This design comes from an exercise in tuning for small area on the open sky130 flow, not from production work. The RTL was checked by simulation tests, not by an equivalence proof against the original design. No activity file was given, so power comes from the tool's default toggle rates.

## riscv_simple_datapath
module riscv_simple_datapath #(parameter [31:0] INITIAL_PC = INIT_PC_VALUE) (
    output logic[31:0] PC,               
    output logic Zero,                   
    output logic[31:0] dAddress,         
    output logic[31:0] dWriteData,       
    output logic[31:0] WriteBackData,    
    input wire logic clk,                
    input wire logic rst,                
    input wire logic[31:0] instruction,  
    input wire logic PCSrc,              
    input wire logic ALUSrc,             
    input wire logic RegWrite,           
    input wire logic MemtoReg,           
    input logic[31:0] dReadData,         
    input wire logic[3:0] ALUCtrl,       
    input wire logic loadPC              
    );
For scale: roughly 3800 cells after synthesis, roughly 1000 flip-flops, roughly 200 I/O pins, roughly 0.043 sq mm of cells after synthesis.
==> flow/config.mk <==
export PLATFORM = sky130hd
export DESIGN_NAME = riscv_simple_datapath
export DESIGN_NICKNAME = riscv_simple_datapath
export VERILOG_FILES = /design/flow/design.v
export SDC_FILE = /design/flow/constraint.sdc
export NUM_CORES = 4
export LEC_CHECK = 0
export CAP_MARGIN = 10
export CORE_MARGIN = 2
export CORE_UTILIZATION = 40
export CTS_BUF_LIST = sky130_fd_sc_hd__clkbuf_4 sky130_fd_sc_hd__clkbuf_8
export CTS_CLUSTER_DIAMETER = 50
export CTS_CLUSTER_SIZE = 18
export PLACE_DENSITY = 0.8
export SETUP_SLACK_MARGIN = 0.1
export SLEW_MARGIN = 10
export SYNTH_HIERARCHICAL = 1
export SYNTH_MINIMUM_KEEP_SIZE = 0
export BUFFER_PORTS_ARGS = -buffer_cell sky130_fd_sc_hd__buf_1
export CTS_ARGS = -sink_clustering_enable -repair_clock_nets -sink_clustering_size 18 -sink_clustering_max_diameter 50 -buf_list {sky130_fd_sc_hd__clkbuf_4 sky130_fd_sc_hd__clkbuf_8} -dont_use_dummy_load
==> flow/constraint.sdc <==
create_clock -name core_clock -period 11.0 [get_ports {clk}]
set_input_delay 2.2000 -clock core_clock [delete_from_list [all_inputs] [get_ports {clk}]]
set_output_delay 2.2000 -clock core_clock [all_outputs]
set_load 0.01 [all_outputs]
standard.sh (not shown) runs the stock make flow with config.mk's settings and CLKGATE_MAP_FILE= SYNTH_SCRIPT=/design/flow/synth_recipe.tcl, a recipe that flattens the netlist after the stock synthesis.
==> flow/flow/run.sh <==
#!/bin/bash
# The standard layout (standard.sh), with these changes to the ORFS
# settings:
# - the port buffers are buf_1 cells rather than the default buffer;
# - clock tree synthesis inserts no dummy loads (same arguments as ORFS's
#   cts.tcl builds from config.mk otherwise);
# Every tool's output goes to standard.log in the work folder.
set -euo pipefail
cat >> "$FLOW_CONFIG" <<'CFG'
export BUFFER_PORTS_ARGS = -buffer_cell sky130_fd_sc_hd__buf_1
export CTS_ARGS = -sink_clustering_enable -repair_clock_nets -sink_clustering_size 18 -sink_clustering_max_diameter 50 -buf_list {sky130_fd_sc_hd__clkbuf_4 sky130_fd_sc_hd__clkbuf_8} -dont_use_dummy_load
CFG
bash standard.sh > standard.log 2>&1
The first run ran to the end with violations: negative setup slack.
Rerun with:
--- a/flow/flow/run.sh
+++ b/flow/flow/run.sh
@@ -11 +11 @@
-export CTS_ARGS = -sink_clustering_enable -repair_clock_nets -sink_clustering_size 18 -sink_clustering_max_diameter 50 -buf_list {sky130_fd_sc_hd__clkbuf_4 sky130_fd_sc_hd__clkbuf_8} -dont_use_dummy_load
+export CTS_ARGS = -sink_clustering_enable -repair_clock_nets -sink_clustering_size 24 -sink_clustering_max_diameter 50 -buf_list {sky130_fd_sc_hd__clkbuf_4 sky130_fd_sc_hd__clkbuf_8} -dont_use_dummy_load
- CTS_ARGS: -sink_clustering_enable -repair_clock_nets -sink_clustering_size 18 -sink_clustering_max_diameter 50 -buf_list {sky130_fd_sc_hd__clkbuf_4 sky130_fd_sc_hd__clkbuf_8} -dont_use_dummy_load -> -sink_clustering_enable -repair_clock_nets -sink_clustering_size 24 -sink_clustering_max_diameter 50 -buf_list {sky130_fd_sc_hd__clkbuf_4 sky130_fd_sc_hd__clkbuf_8} -dont_use_dummy_load
- CTS_CLUSTER_SIZE: 18 -> 24
- PLACE_DENSITY: 0.8 -> not set
With this change the flow produced a clean layout.
Maximum frequency rises by 8.4%.
Worst setup slack improved by 860 ps.
Die area stays the same.
Global-route usage rises by 3.3 points.
Non-clock buffer count rises by 21.
Utilization rises by 0.53 points.
Via count falls by 2.5%.
Synthesized area does not change.
Clock skew falls by 33 ps.
Routed wire length rises by 8.4%.
Clock power rises by 13%.

Setup of north:
riscv_simple_datapath, a different RTL version from the one above (not shown whole).
Size in the first run: roughly 3900 cells after synthesis, ~1000 flip-flops, roughly 200 I/O pins, roughly 0.044 mm^2 of cells after synthesis.
Settings: LEC_CHECK=0, CAP_MARGIN=10, CORE_MARGIN=2, CORE_UTILIZATION=40, CTS_BUF_LIST=sky130_fd_sc_hd__clkbuf_4 sky130_fd_sc_hd__clkbuf_8, CTS_CLUSTER_DIAMETER=50, CTS_CLUSTER_SIZE=24, SETUP_SLACK_MARGIN=0.1, SLEW_MARGIN=10, SYNTH_HIERARCHICAL=1, SYNTH_MINIMUM_KEEP_SIZE=0, BUFFER_PORTS_ARGS=-buffer_cell sky130_fd_sc_hd__buf_1, RECOVER_POWER=100; clock period 11.0 ns.
==> flow/flow/run.sh <==
#!/bin/bash
# The standard layout (standard.sh), with two changes to the ORFS
# settings: the port buffers are buf_1 cells rather than the default
# buffer, and power recovery after global routing downsizes gates that
# have slack. Every tool's output goes to standard.log in the work folder.
set -euo pipefail
cat >> "$FLOW_CONFIG" <<'CFG'
export BUFFER_PORTS_ARGS = -buffer_cell sky130_fd_sc_hd__buf_1
export RECOVER_POWER = 100
CFG
bash standard.sh > standard.log 2>&1
In north the implementation ran to completion but is not tape-out ready, as the final checks report capacitance limit, slew limit.
Setup changes, north to south
# north
export LEC_CHECK = 0
export CAP_MARGIN = 10
export CORE_MARGIN = 2
export CORE_UTILIZATION = 40
export CTS_BUF_LIST = sky130_fd_sc_hd__clkbuf_4 sky130_fd_sc_hd__clkbuf_8
export CTS_CLUSTER_DIAMETER = 50
export CTS_CLUSTER_SIZE = 24
export SETUP_SLACK_MARGIN = 0.1
export SLEW_MARGIN = 10
export SYNTH_HIERARCHICAL = 1
export SYNTH_MINIMUM_KEEP_SIZE = 0
export BUFFER_PORTS_ARGS = -buffer_cell sky130_fd_sc_hd__buf_1
export RECOVER_POWER = 100
create_clock -name core_clock -period 11.0 [get_ports {clk}]
# south
export LEC_CHECK = 0
export CAP_MARGIN = 10
export CORE_MARGIN = 2
export CORE_UTILIZATION = 40
export CTS_BUF_LIST = sky130_fd_sc_hd__clkbuf_4 sky130_fd_sc_hd__clkbuf_8
export CTS_CLUSTER_DIAMETER = 50
export CTS_CLUSTER_SIZE = 24
export SETUP_SLACK_MARGIN = 0.1
export SLEW_MARGIN = 10
export SYNTH_HIERARCHICAL = 1
export SYNTH_MINIMUM_KEEP_SIZE = 0
create_clock -name core_clock -period 11.0 [get_ports {clk}]
==> flow/run.sh (new file) <==
#!/bin/bash
# synth_recipe.tcl (not shown) runs the flow's synth.tcl, then flattens the netlist and writes it again
# the make line also repeats each setting of config.mk as NAME=value (left out here)
make -C /OpenROAD-flow-scripts/flow DESIGN_CONFIG=/design/flow/config.mk WORK_HOME=/design/flow/orfs CLKGATE_MAP_FILE= SYNTH_SCRIPT=/design/flow/synth_recipe.tcl finish
removed: flow/flow/run.sh
removed: flow/standard.sh
[summary]
Looking at the reports, south completed the entire flow and the layout it produced met the timing, design-rule and antenna checks.
Taking north as the reference, in south synthesis-to-layout area growth has increased; design area has increased.
south -> north: number of global-route vias before repair flat
Routability congestion estimate from global placement: south < north
Worst slack on hold paths: south vs north — no meaningful difference
Any difference in wire length between north and south is small enough to ignore.

Setup of JK:
Another version of the RTL of riscv_simple_datapath (not shown whole).
For scale: roughly 3700 cells after synthesis, ~200 I/O pins.
export LEC_CHECK = 0
export CAP_MARGIN = 10
export CORE_MARGIN = 2
export CORE_UTILIZATION = 55
export CTS_BUF_LIST = sky130_fd_sc_hd__clkbuf_4
export CTS_CLUSTER_DIAMETER = 40
export CTS_CLUSTER_SIZE = 10
export PLACE_DENSITY = 0.7
export SETUP_SLACK_MARGIN = 0.5
export SLEW_MARGIN = 10
export SYNTH_HIERARCHICAL = 1
export SYNTH_MINIMUM_KEEP_SIZE = 0
export BUFFER_PORTS_ARGS = -buffer_cell sky130_fd_sc_hd__buf_1
export CTS_ARGS = -sink_clustering_enable -repair_clock_nets -sink_clustering_size 10 -sink_clustering_max_diameter 40 -buf_list {sky130_fd_sc_hd__clkbuf_4} -dont_use_dummy_load
create_clock -name core_clock -period 11.0 [get_ports {clk}]
==> flow/flow/run.sh <==
#!/bin/bash
# The standard layout (standard.sh), with these changes to the ORFS
# settings:
# - the port buffers are buf_1 cells rather than the default buffer;
# - clock tree synthesis inserts no dummy loads (same arguments as ORFS's
#   cts.tcl builds from config.mk otherwise);
# Every tool's output goes to standard.log in the work folder.
set -euo pipefail
cat >> "$FLOW_CONFIG" <<'CFG'
export BUFFER_PORTS_ARGS = -buffer_cell sky130_fd_sc_hd__buf_1
export CTS_ARGS = -sink_clustering_enable -repair_clock_nets -sink_clustering_size 10 -sink_clustering_max_diameter 40 -buf_list {sky130_fd_sc_hd__clkbuf_4} -dont_use_dummy_load
CFG
bash standard.sh > standard.log 2>&1
JK ended with every stage complete and zero timing, DRC or antenna violations.
Modified inputs, MS compared to JK
Settings: a deleted PLACE_DENSITY that had been 0.7; a change of CTS_CLUSTER_SIZE from 10 to 24; a change of CTS_ARGS from -sink_clustering_enable -repair_clock_nets -sink_clustering_size 10 -sink_clustering_max_diameter 40 -buf_list {sky130_fd_sc_hd__clkbuf_4} -dont_use_dummy_load to -sink_clustering_enable -repair_clock_nets -sink_clustering_size 24 -sink_clustering_max_diameter 50 -buf_list {sky130_fd_sc_hd__clkbuf_4 sky130_fd_sc_hd__clkbuf_8} -dont_use_dummy_load; a change of CTS_CLUSTER_DIAMETER from 40 to 50; a change of CORE_UTILIZATION from 55 to 40; a change of CTS_BUF_LIST from sky130_fd_sc_hd__clkbuf_4 to sky130_fd_sc_hd__clkbuf_4 sky130_fd_sc_hd__clkbuf_8; a change of SETUP_SLACK_MARGIN from 0.5 to 0.1.
-- flow/flow/run.sh --
<<< JK, line 10
export BUFFER_PORTS_ARGS = -buffer_cell sky130_fd_sc_hd__buf_1
export CTS_ARGS = -sink_clustering_enable -repair_clock_nets -sink_clustering_size 10 -sink_clustering_max_diameter 40 -buf_list {sky130_fd_sc_hd__clkbuf_4} -dont_use_dummy_load
CFG
>>> MS, line 10
export BUFFER_PORTS_ARGS = -buffer_cell sky130_fd_sc_hd__buf_1
export CTS_ARGS = -sink_clustering_enable -repair_clock_nets -sink_clustering_size 24 -sink_clustering_max_diameter 50 -buf_list {sky130_fd_sc_hd__clkbuf_4 sky130_fd_sc_hd__clkbuf_8} -dont_use_dummy_load
CFG
[summary]
Diff JK -> MS | total stage count of the critical path | down by a little under 10%
myRegFile.addrB_q[3]$_DFF_P_ as the launching instance or port of the critical path was reported by JK, and myRegFile.addrB_q[2]$_DFF_P_ by MS.
On MS: ratio of cells with drive above 1 in the final layout is 0.88 points lower than what JK gave.
Looking at post-detailed-routing wire length, MS sits above JK.
Changes observed in MS relative to JK: final area went up about 1.8%; post-layout worst setup margin went up 0.43 ns; number of antenna violations at the first check in global routing went up 11; synthesized area held.
Area enclosed by the die boundary was lower in JK than in MS.
MS ends up with a utilization that is 16 points lower than in JK.
NOTE: cell-internal power in MS exceeds that of JK

-- separate check: timing with driven ports --
The results above use ideal ports. As a check the final layouts listed here were re-extracted and re-timed, cells and wires unchanged. Step 1 assumes that a clkbuf_16 drives the clock port and a buf_2 every other input. Step 2 times the ports against the registers' clock, not the clock port: input delays grow and output delays shrink by t, the midpoint of the rising clock arrivals with the driver on. a / b / c = ideal ports / drivers / drivers and shift; a / b = the first two.
| run | shift t [ns] | setup slack, ns | worst hold slack (ns) | clock arrival spread, ns | worst slew at a driven data input, ns |
|---|---|---|---|---|---|
| the first run of note 1 | 0.836 | -0.062 / -0.141 / 0.695 | 0.492 / 0.492 / 0.492 | 0.169 / 0.169 | 0.14 |
| the second run of note 1 | 0.864 | 0.795 / 0.727 / 1.591 | 0.496 / 0.496 / 0.496 | 0.137 / 0.136 | 0.10 |
| north | 0.926 | 0.210 / 0.139 / 1.065 | 0.498 / 0.498 / 0.498 | 0.129 / 0.128 | 0.15 |
| south | 0.917 | 0.667 / 0.594 / 0.764 | 0.500 / 0.500 / 0.500 | 0.100 / 0.101 | 0.12 |
| JK | 1.107 | 0.533 / 0.465 / -0.046 | 0.502 / 0.502 / 0.502 | 0.136 / 0.135 | 0.17 |
| MS | 0.896 | 0.965 / 0.885 / 0.128 | 0.498 / 0.498 / 0.498 | 0.152 / 0.152 | 0.10 |
Met with ideal ports but missed after step 2: setup timing in JK. For MS, which loses most, drivers alone change the setup slack by -0.080 ns; drivers and shift together by -0.837 ns.
